Context: an optimization exercise on an open-source flow, tuned for small area, a short achievable clock period and few clock cycles per item. The choices shown serve that exercise and are no tape-out recipe. RTL that was checked went through simulation tests only; none was proved equivalent to the original. Power is estimated from default activity; no workload was simulated.

north:
==> module systolic_array_controller, before the edit <==
module systolic_array_controller (
	input clk,
	input rst_n,
	input [3:0] a11, a12, a21, a22,
	input [3:0] b11, b12, b21, b22,
	input in_valid,
	output logic [8:0] c11, c12, c21, c22,
	output logic out_valid
);
logic [8:0]  p11, p12, p21, p22;
always_ff @(posedge clk or negedge rst_n) begin
	if (~rst_n) out_valid <= 1'b0;
	else        out_valid <= in_valid;
end
mac2 i_mac11 (.x1(a11), .y1(b11), .x2(a12), .y2(b21), .c(p11));
mac2 i_mac12 (.x1(a11), .y1(b12), .x2(a12), .y2(b22), .c(p12));
mac2 i_mac21 (.x1(a21), .y1(b11), .x2(a22), .y2(b21), .c(p21));
mac2 i_mac22 (.x1(a21), .y1(b12), .x2(a22), .y2(b22), .c(p22));
always_ff @(posedge clk) begin
	{c11, c12, c21, c22} <= {p11, p12, p21, p22};
end
endmodule
Settings: LEC_CHECK=0, CAP_MARGIN=20, CORE_MARGIN=2, CORE_UTILIZATION=40, SLEW_MARGIN=20, SYNTH_HIERARCHICAL=1, SYNTH_MINIMUM_KEEP_SIZE=0; clock period 5.0 ns.
run.sh (not shown) runs the stock make flow with config.mk's settings and CLKGATE_MAP_FILE= SYNTH_SCRIPT=/design/flow/synth_recipe.tcl, a recipe that flattens the netlist after the stock synthesis.
Setup changes, north to south
-- flow/design.v --
<<< north, line 54
	output logic out_valid
);
logic [8:0]  p11, p12, p21, p22;
always_ff @(posedge clk or negedge rst_n) begin
	if (~rst_n) out_valid <= 1'b0;
	else        out_valid <= in_valid;
end
mac2 i_mac11 (.x1(a11), .y1(b11), .x2(a12), .y2(b21), .c(p11));
mac2 i_mac12 (.x1(a11), .y1(b12), .x2(a12), .y2(b22), .c(p12));
mac2 i_mac21 (.x1(a21), .y1(b11), .x2(a22), .y2(b21), .c(p21));
mac2 i_mac22 (.x1(a21), .y1(b12), .x2(a22), .y2(b22), .c(p22));
always_ff @(posedge clk) begin
	{c11, c12, c21, c22} <= {p11, p12, p21, p22};
end
>>> south, line 54
	output logic out_valid
);
logic        v_q;
logic [3:0]  x11, x12, x21, x22, y11, y12, y21, y22;
logic [8:0]  p11, p12, p21, p22;
always_ff @(posedge clk or negedge rst_n) begin
	if (~rst_n) {out_valid, v_q} <= 2'b00;
	else        {out_valid, v_q} <= {v_q, in_valid};
end
mac2 i_mac11 (.x1(x11), .y1(y11), .x2(x12), .y2(y21), .c(p11));
mac2 i_mac12 (.x1(x11), .y1(y12), .x2(x12), .y2(y22), .c(p12));
mac2 i_mac21 (.x1(x21), .y1(y11), .x2(x22), .y2(y21), .c(p21));
mac2 i_mac22 (.x1(x21), .y1(y12), .x2(x22), .y2(y22), .c(p22));
always_ff @(posedge clk) begin
	{x11, x12, x21, x22, y11, y12, y21, y22} <= {a11, a12, a21, a22, b11, b12, b21, b22};
	{c11, c12, c21, c22} <= {p11, p12, p21, p22};
end
Findings:
- Non-clock buffer count: south vs north down 11%
- Against north, south comes in 700 um^2 higher on cell area.
- north → south: static leakage has increased; count of clock-buffer cells in the layout rose by 4; combinational share of power went down by 15 points; via count grew by about 10%; total power picked up an extra 34%.
- Global-route usage delta (south -> north): insignificant
- Type of the setup path with the least slack = input pin to flop: north; type of the setup path with the least slack = flop to flop: south
- Standard cell with the maximum stage delay on the critical path: dfxtp_1 -> south, fa_1 -> north
Function was not checked in any run of this note: the RTL went through the layout flow alone.

* * *

## fjord
Another version of the RTL of systolic_array_controller (not shown whole).
Size in the first run: roughly 550 cells after synthesis, roughly 72 I/O pins, ~0.0051 mm2 of cells after synthesis.
==> module systolic_array_controller, before the edit <==
module systolic_array_controller (
	input clk,
	input rst_n,
	input [3:0] a11, a12, a21, a22,
	input [3:0] b11, b12, b21, b22,
	input in_valid,
	output logic [8:0] c11, c12, c21, c22,
	output logic out_valid
);
always_ff @(posedge clk or negedge rst_n) begin
	if (~rst_n) out_valid <= 1'b0;
	else        out_valid <= in_valid;
end
always_ff @(posedge clk) begin
	c11 <= 9'(a11 * b11) + 9'(a12 * b21);
	c12 <= 9'(a11 * b12) + 9'(a12 * b22);
	c21 <= 9'(a21 * b11) + 9'(a22 * b21);
	c22 <= 9'(a21 * b12) + 9'(a22 * b22);
end
endmodule
Settings: LEC_CHECK=0, CAP_MARGIN=20, CORE_MARGIN=2, CORE_UTILIZATION=40, SLEW_MARGIN=20; clock period 5.0 ns.
Testbench counts of fjord, summed over its fixed seeds: cycles 1,208, items 1,200.
## Diff of input files: tundra against fjord
==> flow/design.v <==
`timescale 1ns / 1ps
`timescale 1ns / 1ps
`timescale 1ns / 1ps
`timescale 1ns / 1ps
module systolic_array_controller (
	input clk,
	input rst_n,
	input [3:0] a11, a12, a21, a22,
	input [3:0] b11, b12, b21, b22,
	input in_valid,
	output logic [8:0] c11, c12, c21, c22,
	output logic out_valid
);
logic        v_q;
logic [3:0]  x11, x12, x21, x22, y11, y12, y21, y22;
always_ff @(posedge clk or negedge rst_n) begin
	if (~rst_n) {out_valid, v_q} <= 2'b00;
	else        {out_valid, v_q} <= {v_q, in_valid};
end
always_ff @(posedge clk) begin
	{x11, x12, x21, x22, y11, y12, y21, y22} <= {a11, a12, a21, a22, b11, b12, b21, b22};
	c11 <= 9'(x11 * y11) + 9'(x12 * y21);
	c12 <= 9'(x11 * y12) + 9'(x12 * y22);
	c21 <= 9'(x21 * y11) + 9'(x22 * y21);
	c22 <= 9'(x21 * y12) + 9'(x22 * y22);
end
endmodule
Notes after the runs:
tundra — buffer and inverter count on the worst path 1 lower, fjord as reference
Compared with fjord, in tundra width of the chip went up by 7.1 um, fill cell instance count of the final layout shows an increase of 15%.
Higher met1 routing resource usage after global routing was reported by fjord, not tundra.
Compared with fjord, tundra shows a sequential power that is 69% higher.
Relative to fjord, maximum fanout along the worst path has increased by 4 in tundra.
Global-route usage: fjord vs tundra, no meaningful difference
Row placement-stage worst setup slack: tundra higher / fjord lower
In tundra, the first-iteration DRC count came out about 7% above the value in fjord.
Compared tundra vs fjord, and vertical die dimension is up in tundra.
Between tundra and fjord, the non-clock buffer count is higher for fjord.
Of tundra and fjord, the run reporting the lower clock buffer count was fjord.
tundra has total wire length after detailed routing above what fjord had.
Testbench counts of tundra, summed over its fixed seeds: cycles 1,216, items 1,200.

re-timing with driven ports:
The flow's constraints put no driver on any port. The routed layouts listed below were extracted and timed again, unchanged, in two steps. Step 1 (the two cells are an assumption about what drives the block):
set clk [get_ports {clk}]
set_driving_cell -lib_cell sky130_fd_sc_hd__clkbuf_16 $clk
set_driving_cell -lib_cell sky130_fd_sc_hd__buf_2 [delete_from_list [all_inputs] $clk]
Step 2 moves the port delays by t, midway between the first and last clock arrival at a register: inputs arrive t later, outputs are due t later. That takes back most of the time a late clock gives input paths. Three values: ideal, step 1, step 2; two values: the first two.
| run | shift t [ns] | setup WS [ns] | worst register clock-pin slew, ns | worst data-port slew with drivers (ns) | pins driven straight from the clock port |
|---|---|---|---|---|---|
| north | 0.317 | 0.124 / 0.133 / -0.183 | 0.08 / 0.08 | 0.04 | 1 |
| south | 0.374 | 0.961 / 0.961 / 0.961 | 0.07 / 0.07 | 0.04 | 1 |
| fjord | 0.320 | 0.163 / 0.175 / -0.145 | 0.06 / 0.06 | 0.04 | 1 |
| tundra | 0.387 | 0.967 / 0.967 / 0.967 | 0.06 / 0.06 | 0.04 | 1 |
With both steps, setup timing fails in north and fjord, where it was met with ideal ports. The setup slack of fjord, which loses most, moves by +0.012 ns with the drivers and by -0.308 ns with both steps.
